This is an optimization exercise on Yosys and OpenROAD, whose aim is small area, a short achievable clock period and few clock cycles, not a production implementation.
The RTL was checked by simulation tests, not by an equivalence proof against the original design.

==> 09-18 <==
// control_top
module control_top(
    output logic [15:0] imem_addr,
    input  logic [31:0] imem_rdata,
    output logic [15:0] dmem_addr,
    output logic [63:0] dmem_wdata,
    output logic dmem_we,
    input  logic [63:0] dmem_rdata,
    output logic halted,
    input logic clk,
    input logic reset
);
==> flow/config.mk <==
export PLATFORM = sky130hd
export DESIGN_NAME = control_top
export DESIGN_NICKNAME = control_top
export VERILOG_FILES = /design/flow/design.v
export SDC_FILE = /design/flow/constraint.sdc
export NUM_CORES = 8
export LEC_CHECK = 0
export CAP_MARGIN = 20
export CORE_MARGIN = 2
export CORE_UTILIZATION = 30
export PLACE_DENSITY = 0.5
export SLEW_MARGIN = 20
export SYNTH_HIERARCHICAL = 1
==> flow/constraint.sdc <==
create_clock -name core_clock -period 10.0 [get_ports {clk}]
set_input_delay 2.0000 -clock core_clock [delete_from_list [all_inputs] [get_ports {clk}]]
set_output_delay 2.0000 -clock core_clock [all_outputs]
set_load 0.01 [all_outputs]
standard.sh (not shown) runs the stock make flow with config.mk's settings and CLKGATE_MAP_FILE= SYNTH_SCRIPT=/design/flow/synth_recipe.tcl, a recipe that flattens the netlist after the stock synthesis.
==> flow/flow/run.sh <==
#!/bin/bash
# The standard layout (the standard.sh: ORFS synthesis to final layout) with
# two changes: repair_timing aims for 6.2 ns of setup slack instead of 0, so the
# resizer keeps working on paths well below the 10 ns clock period; and it may
# resize cells to other drive strengths before global routing too
# (MATCH_CELL_FOOTPRINT=0; the platform's default allows only same-footprint
# swaps there).
# Should the incremental reroute after the post-global-route repair stop on an
# overflowing gcell, global routing is redone without that repair.
# make's full output goes to the flow_*.log files in this folder; ORFS keeps
# each tool's own log under orfs/logs/.
set -uo pipefail
M="SETUP_SLACK_MARGIN=6.2 MATCH_CELL_FOOTPRINT=0"
bash standard.sh $M cts > flow_cts.log 2>&1 || exit 1
if ! bash standard.sh $M grt > flow_grt.log 2>&1; then
    bash standard.sh $M SKIP_INCREMENTAL_REPAIR=1 grt > flow_grt2.log 2>&1 || exit 1
fi
bash standard.sh $M finish > flow_finish.log 2>&1 || exit 1
==> 04-08 (differences from 09-18) <==
--- a/flow/design.v
+++ b/flow/design.v
@@ -8,49 +8,35 @@
     input  logic        selSh,
     input  logic        selLink,
     input  logic        shLeft,
     input  logic        shArith,
     input  logic        shZero,
     input  logic [4:0]  shamt,
     input  logic [31:0] link,
-    input  logic [2:0]  f3,
     output logic [63:0] sum,
     output logic [63:0] res,
-    output logic        taken
+    output logic        eq,
+    output logic        lt
 );
 logic [63:0] shOut;
-logic        lt, eq;
 add64 add (.a(a), .b(b), .ci(sub), .s(sum));
 cmp64 cmp (.a(a), .bn(b), .eq(eq), .lt(lt));
-logic [63:0] ain, x;
+logic [63:0] x1, x3, x5, xr;
 logic        fill;
-always_comb begin
-    for (int i = 0; i < 64; i++)
-        ain[i] = shLeft ? a[63-i] : a[i];
-    fill = shArith && !shLeft && a[63];
-    x = ain;
-    for (int s = 0; s < 5; s++)
-        if (shamt[s])
-            x = ({64{fill}} << (64 - (1 << s))) | (x >> (1 << s));
-    for (int i = 0; i < 64; i++)
-        shOut[i] = !shZero && (shLeft ? x[63-i] : x[i]);
-end
+assign fill = shArith && !shLeft && a[63];
+shfirst s0 (.a(a), .rev(shLeft), .sh(shamt[0]), .fill(fill), .y(x1));
+sh4 #(.S(2)) s1 (.a(x1), .sel(shamt[2:1]), .fill(fill), .y(x3));
+sh4 #(.S(8)) s2 (.a(x3), .sel(shamt[4:3]), .fill(fill), .y(x5));
+shrev r1 (.a(x5), .sel(shLeft), .y(xr));
+assign shOut = xr & {64{!shZero}};
 assign res = ({64{selSum}}  & sum)
            | ({64{selAnd}}  & (a & b))
            | ({64{selSlt}}  & {63'b0, lt})
            | ({64{selSh}}   & shOut)
            | ({64{selLink}} & {32'b0, link});
-always_comb begin
-    case (f3)
-        3'b000:  taken = eq;
-        3'b001:  taken = !eq;
-        3'b100:  taken = lt;
-        default: taken = !lt;    
-    endcase
-end
 endmodule
 module cmp64 (
     input  logic [63:0] a,
     input  logic [63:0] bn,
     output logic        eq,
     output logic        lt
 );
@@ -123,14 +109,58 @@
             go[j] = gi[j] | (pi[j] & gi[j-L]);
             po[j] = pi[j] & pi[j-L];
         end else begin
             go[j] = gi[j];
             po[j] = pi[j];
         end
 endmodule
+module shrev (
+    input  logic [63:0] a,
+    input  logic        sel,
+    output logic [63:0] y
+);
+always_comb
+    for (int i = 0; i < 64; i++)
+        y[i] = sel ? a[63-i] : a[i];
+endmodule
+module shfirst (
+    input  logic [63:0] a,
+    input  logic        rev,
+    input  logic        sh,
+    input  logic        fill,
+    output logic [63:0] y
+);
+logic [63:0] ar;
+always_comb
+    for (int i = 0; i < 64; i++)
+        ar[i] = a[63-i];
+always_comb
+    case ({rev, sh})
+        2'b00:   y = a;
+        2'b01:   y = {fill, a[63:1]};
+        2'b10:   y = ar;
+        default: y = {fill, ar[63:1]};
+    endcase
+endmodule
+module sh4 #(
+    parameter S = 2
+)(
+    input  logic [63:0] a,
+    input  logic [1:0]  sel,
+    input  logic        fill,
+    output logic [63:0] y
+);
+always_comb
+    case (sel)
+        2'd0:    y = a;
+        2'd1:    y = {{S{fill}}, a[63:S]};
+        2'd2:    y = {{2*S{fill}}, a[63:2*S]};
+        default: y = {{3*S{fill}}, a[63:3*S]};
+    endcase
+endmodule
 module wbsel (
     input  logic [63:0] mem,
     input  logic [63:0] res,
     input  logic        ld,
     input  logic [2:0]  f3,
     output logic [63:0] q
 );
@@ -178,31 +208,38 @@
 endmodule
 module inc4_32 (
     input  logic [31:0] a,
     output logic [31:0] s
 );
 assign s = a + 32'd4;
 endmodule
+module redir (
+    input  logic eq,
+    input  logic lt,
+    input  logic mEq,
+    input  logic mLt,
+    input  logic x,
+    input  logic early,
+    output logic redirE
+);
+assign redirE = early || (mEq && (eq != x)) || (mLt && (lt != x));
+endmodule
 module pcsel (
-    input  logic        taken,
+    input  logic        redirE,
     input  logic        predE,
-    input  logic        brE,
-    input  logic        jE,
     input  logic        jalrE,
     input  logic        excE,
     input  logic [31:0] jalrTgt,
     input  logic [31:0] tgtE,
     input  logic [31:0] pcp4E,
     input  logic [31:0] pcRest,
-    output logic [31:0] pcNext,
-    output logic        redirE
+    output logic [31:0] pcNext
 );
 logic [31:0] tgt;
 assign tgt    = jalrE ? jalrTgt : excE ? 32'd254 : predE ? pcp4E : tgtE;
-assign redirE = (brE && (taken != predE)) || (jE && !predE) || jalrE || excE;
 assign pcNext = redirE ? tgt : pcRest;
 endmodule
 module regread (
     input  logic [31:1]       oh,
     input  logic [31:1]       valid,
     input  logic [64*31-1:0]  data,
     output logic [63:0]       qn        
@@ -291,34 +328,33 @@
     input  logic [63:0] dmem_rdata,
     output logic halted,
     input logic clk,
     input logic reset
 );
 logic [31:0] pcF;
 logic        vecF;           
-logic [31:0] pcI, pcp4I;
+logic [31:0] pcI;
 logic        vI, vecI, btbI;
-logic [31:0] IR, pcD, pcp4D;
+logic [31:0] IR, pcD, pcp4D;    
 logic [31:1] oh1D, oh2D;     
 logic        vD, btbD;
 logic [63:0] opA, opB;       
 logic [15:0] immE;           
 logic [31:0] pcp4E;          
 logic [19:0] offE;           
 logic        allocE;         
 logic        vE;             
 logic [4:0]  rdE;            
-logic        ldE, stE, brE, jE, jalrE, excE, brkE, predE;
+logic        ldE, stE, jalrE, excE, brkE, predE;
 logic [4:0]  rdEr;
-logic        ldEr, stEr, brEr, jEr, allocEr, jalrEr, excEr, brkEr;
+logic        ldEr, stEr, allocEr, jalrEr, excEr, brkEr;
+logic        mEqEr, mLtEr, earlyEr, xE;    
 assign rdE    = vE ? rdEr : 5'd0;
 assign ldE    = vE && ldEr;
 assign stE    = vE && stEr;
-assign brE    = vE && brEr;
-assign jE     = vE && jEr;
 assign allocE = vE && allocEr;
 assign jalrE  = vE && jalrEr;
 assign excE   = vE && excEr;
 assign brkE   = brkEr;
 logic [2:0]  f3E;
 logic        subE, selSumE, selAndE, selSltE, selShE, selLinkE;
 logic        shLeftE, shArithE, shZeroE;
@@ -334,33 +370,36 @@
 logic        ldW;
 logic [2:0]  f3W;
 logic [63:0] rf [1:31];
 logic [31:1] rfv;            
 logic        haltR;
 logic [63:0] finalW;
 wbsel wbsel (.mem(dmem_rdata), .res(resW), .ld(ldW), .f3(f3W), .q(finalW));
+always_comb
+    for (int i = 1; i < 32; i++)
+        weW[i] = rdW == 5'(i);
 always_ff @(posedge clk or posedge reset) begin
     if (reset)
         rfv <= '0;
     else
         rfv <= rfv | weW;
 end
 always_ff @(posedge clk) begin
     for (int i = 1; i < 32; i++)
         if (weW[i])
             rf[i] <= finalW;
 end
 logic [63:0] sum, resE;
-logic        taken, redirE, excRedir;
+logic        eqE, ltE, redirE, excRedir;
 alu alu (
     .a(opA), .b(opB), .sub(subE),
     .selSum(selSumE), .selAnd(selAndE), .selSlt(selSltE), .selSh(selShE), .selLink(selLinkE),
     .shLeft(shLeftE), .shArith(shArithE), .shZero(shZeroE), .shamt(shamtE),
-    .link(pcp4E), .f3(f3E),
-    .sum(sum), .res(resE), .taken(taken)
+    .link(pcp4E),
+    .sum(sum), .res(resE), .eq(eqE), .lt(ltE)
 );
 assign excRedir = excE;
 tgtadd tgtadd (.a(pcp4E), .off(offE), .s(tgtE));
 logic brkNow, killAll;
 assign brkNow  = vE && brkE;
 assign killAll = brkNow || haltR;
 logic [6:0] opc;
@@ -456,18 +495,20 @@
 logic [31:0] pcRest, pcF_next;
 always_comb begin
     if (vecRedir)      pcRest = imem_rdata;
     else if (refetch)  pcRest = pcD;
     else if (btbHit)   pcRest = btbTgt;
     else               pcRest = pcF4;
 end
+redir redir (.eq(eqE), .lt(ltE), .mEq(vE && mEqEr), .mLt(vE && mLtEr), .x(xE),
+             .early(vE && earlyEr), .redirE(redirE));
 pcsel pcsel (
-    .taken(taken), .predE(predE), .brE(brE), .jE(jE), .jalrE(jalrE), .excE(excE),
+    .redirE(redirE), .predE(predE), .jalrE(jalrE), .excE(excE),
     .jalrTgt(sum[31:0]), .tgtE(tgtE), .pcp4E(pcp4E), .pcRest(pcRest),
-    .pcNext(pcF_next), .redirE(redirE)
+    .pcNext(pcF_next)
 );
 assign imem_addr = pcF[15:0];
 always_ff @(posedge clk or posedge reset) begin
     if (reset) begin
         pcF  <= '0;
         vecF <= 1'b0;
         vI   <= 1'b0;
@@ -495,57 +536,61 @@
 end
 always_ff @(posedge clk) begin
     if (allocE) begin
         btbTag <= pcp4E - 32'd4;
         btbTgt <= tgtE;
     end
     pcI   <= pcF;
-    pcp4I <= pcF4;
     begin
         IR    <= imem_rdata;
         for (int i = 1; i < 32; i++) begin
             oh1D[i] <= imem_rdata[19:15] == 5'(i);
             oh2D[i] <= imem_rdata[24:20] == 5'(i);
         end
         pcD   <= pcI;
-        pcp4D <= pcp4I;
     end
 end
 logic goE;
 assign goE = vD && !stallD;
 always_ff @(posedge clk or posedge reset) begin
     if (reset) begin
         rdEr   <= '0;
         ldEr   <= 1'b0;
         stEr   <= 1'b0;
-        brEr   <= 1'b0;
-        jEr    <= 1'b0;
         allocEr <= 1'b0;
         jalrEr <= 1'b0;
         excEr  <= 1'b0;
         brkEr  <= 1'b0;
+        mEqEr  <= 1'b0;
+        mLtEr  <= 1'b0;
+        earlyEr <= 1'b0;
     end else begin
         rdEr   <= (goE && writes) ? rdD : 5'd0;
         ldEr   <= goE && isL;
         stEr   <= goE && isS;
-        brEr   <= goE && brD;
-        jEr    <= goE && jD;
         allocEr <= goE && predD && !btbD;
         jalrEr <= goE && isJalr;
         excEr  <= goE && isExc;
         brkEr  <= goE && isBrk;
+        mEqEr  <= goE && brD && !f3[2];
+        mLtEr  <= goE && brD && f3[2];
+        earlyEr <= goE && ((jD && !btbD) || isJalr || isExc);
     end
 end
 always_ff @(posedge clk) begin
     opA  <= opAn;
     opB  <= opBn;
     immE <= immD[15:0];
     pcp4E <= pcp4D;
+end
+inc4_32 incD (.a(pcD), .s(pcp4D));
+always_ff @(posedge clk) begin
     offE <= isJ ? {IR[19:12], IR[20], IR[30:21], 1'b0} : {{8{offB[11]}}, offB[11:0]};
     predE <= btbD;
+    xE    <= btbD ^ f3[0];
     f3E  <= f3;
     subE <= subD;
     selLinkE <= isJ || isJalr;
     selSltE  <= (isR || isI) && f3 == 3'b010;
     selAndE  <= isR && f3 == 3'b111;
     selShE   <= isI && (f3 == 3'b001 || f3 == 3'b101);
     selSumE  <= !(isJ || isJalr || ((isR || isI) && f3 == 3'b010) || (isR && f3 == 3'b111) ||
@@ -566,23 +611,20 @@
 end
 always_ff @(posedge clk or posedge reset) begin
     if (reset) begin
         rdM <= '0;
         ldM <= 1'b0;
         stM <= 1'b0;
         rdW <= '0;
-        weW <= '0;
         ldW <= 1'b0;
     end else begin
         rdM <= rdE;
         ldM <= ldE;
         stM <= stE;
         rdW <= rdM;
-        for (int i = 1; i < 32; i++)
-            weW[i] <= rdM == 5'(i);
         ldW <= ldM;
     end
 end
 always_ff @(posedge clk) begin
     resM  <= stE ? stData : resE;
     addrM <= opA[15:0] + immE;
     f3M   <= f3E;
CORE_UTILIZATION = 45   (was 30)
PLACE_DENSITY = 0.65   (was 0.5)
SLEW_MARGIN = 40   (was 20)
==> flow_metrics.py <==
metrics = {
    "global_routing": {
        "grt_antenna_before_repair": 46,
        "track_usage_pct": 39.3,
    },
    "clocking": {
        "numCtsBuffers": 293,
        "cts.sinks": 2670,
    },
    "drt": {
        "drt_pre_antenna_iters": 15,
    },
    "timing": {
        "tightest_slew_ps": 1040,
    },
    "final_layout": {
        "multi_input_area_share_pct": 32.8,
    },
    "worst_setup_path": {
        "rrSetupSlack_ps": 5870,
    },
    "power_and_ir_drop": {
        "p_total_mw": 27.1,
        "switchingPower_mw": 7.18,
        "pg_comb_mw": 3.09,
    },
    "outcome": {
        "status": "timing/DRC/antenna clean",
    },
}
[end of results for 04-08]
==> flow_metrics.py <==
metrics = {
    "timing": {
        "slew_headroom_pct": 15.8,
        "tightest_slew_ps": 1260,
    },
    "final_layout": {
        "multi_input_area_share_pct": 32.0,
    },
    "power_and_ir_drop": {
        "pg_comb_mw": 4.44,
        "p_total_mw": 29.8,
        "switchingPower_mw": 8.37,
    },
    "global_routing": {
        "grt_antenna_before_repair": 63,
        "grtUsageMet3_pct": 7.72,
        "track_usage_pct": 28.3,
    },
    "clocking": {
        "numCtsBuffers": 305,
        "cts.sinks": 2763,
    },
    "worst_setup_path": {
        "rrSetupSlack_ps": 6010,
    },
    "hold_path": {
        "min_from": "pcp4I[31]",
    },
    "outcome": {
        "status": "timing/DRC/antenna clean",
    },
}
[end of results for 09-18]
Testbench counts of 09-18, summed over its fixed seeds: cycles 36,338.
Testbench counts of 04-08, summed over its fixed seeds: cycles 36,338.

[separate check: timing with driven ports]
Ports are ideal in the flow. The routed layouts listed here were re-timed in OpenROAD. Step 1 assumes that a clkbuf_16 drives the clock port and a buf_2 every other input. Step 2 moves the port delays by t, midway between the first and last clock arrival at a register: inputs arrive t later, outputs are due t later. That takes back most of the time a late clock gives input paths. Slacks: ideal ports / drivers / drivers and shift; pairs: ideal ports / drivers.
run | t, ns | setup WS [ns] | clock arrival spread, ns
09-18 | 1.056 | 6.005 / 6.005 / 5.463 | 0.110 / 0.110
04-08 | 1.024 | 5.871 / 5.871 / 5.765 | 0.070 / 0.070
After both steps every run listed still meets setup and hold. For 09-18, which loses most, drivers alone change the setup slack by 0.000 ns; drivers and shift together by -0.542 ns.
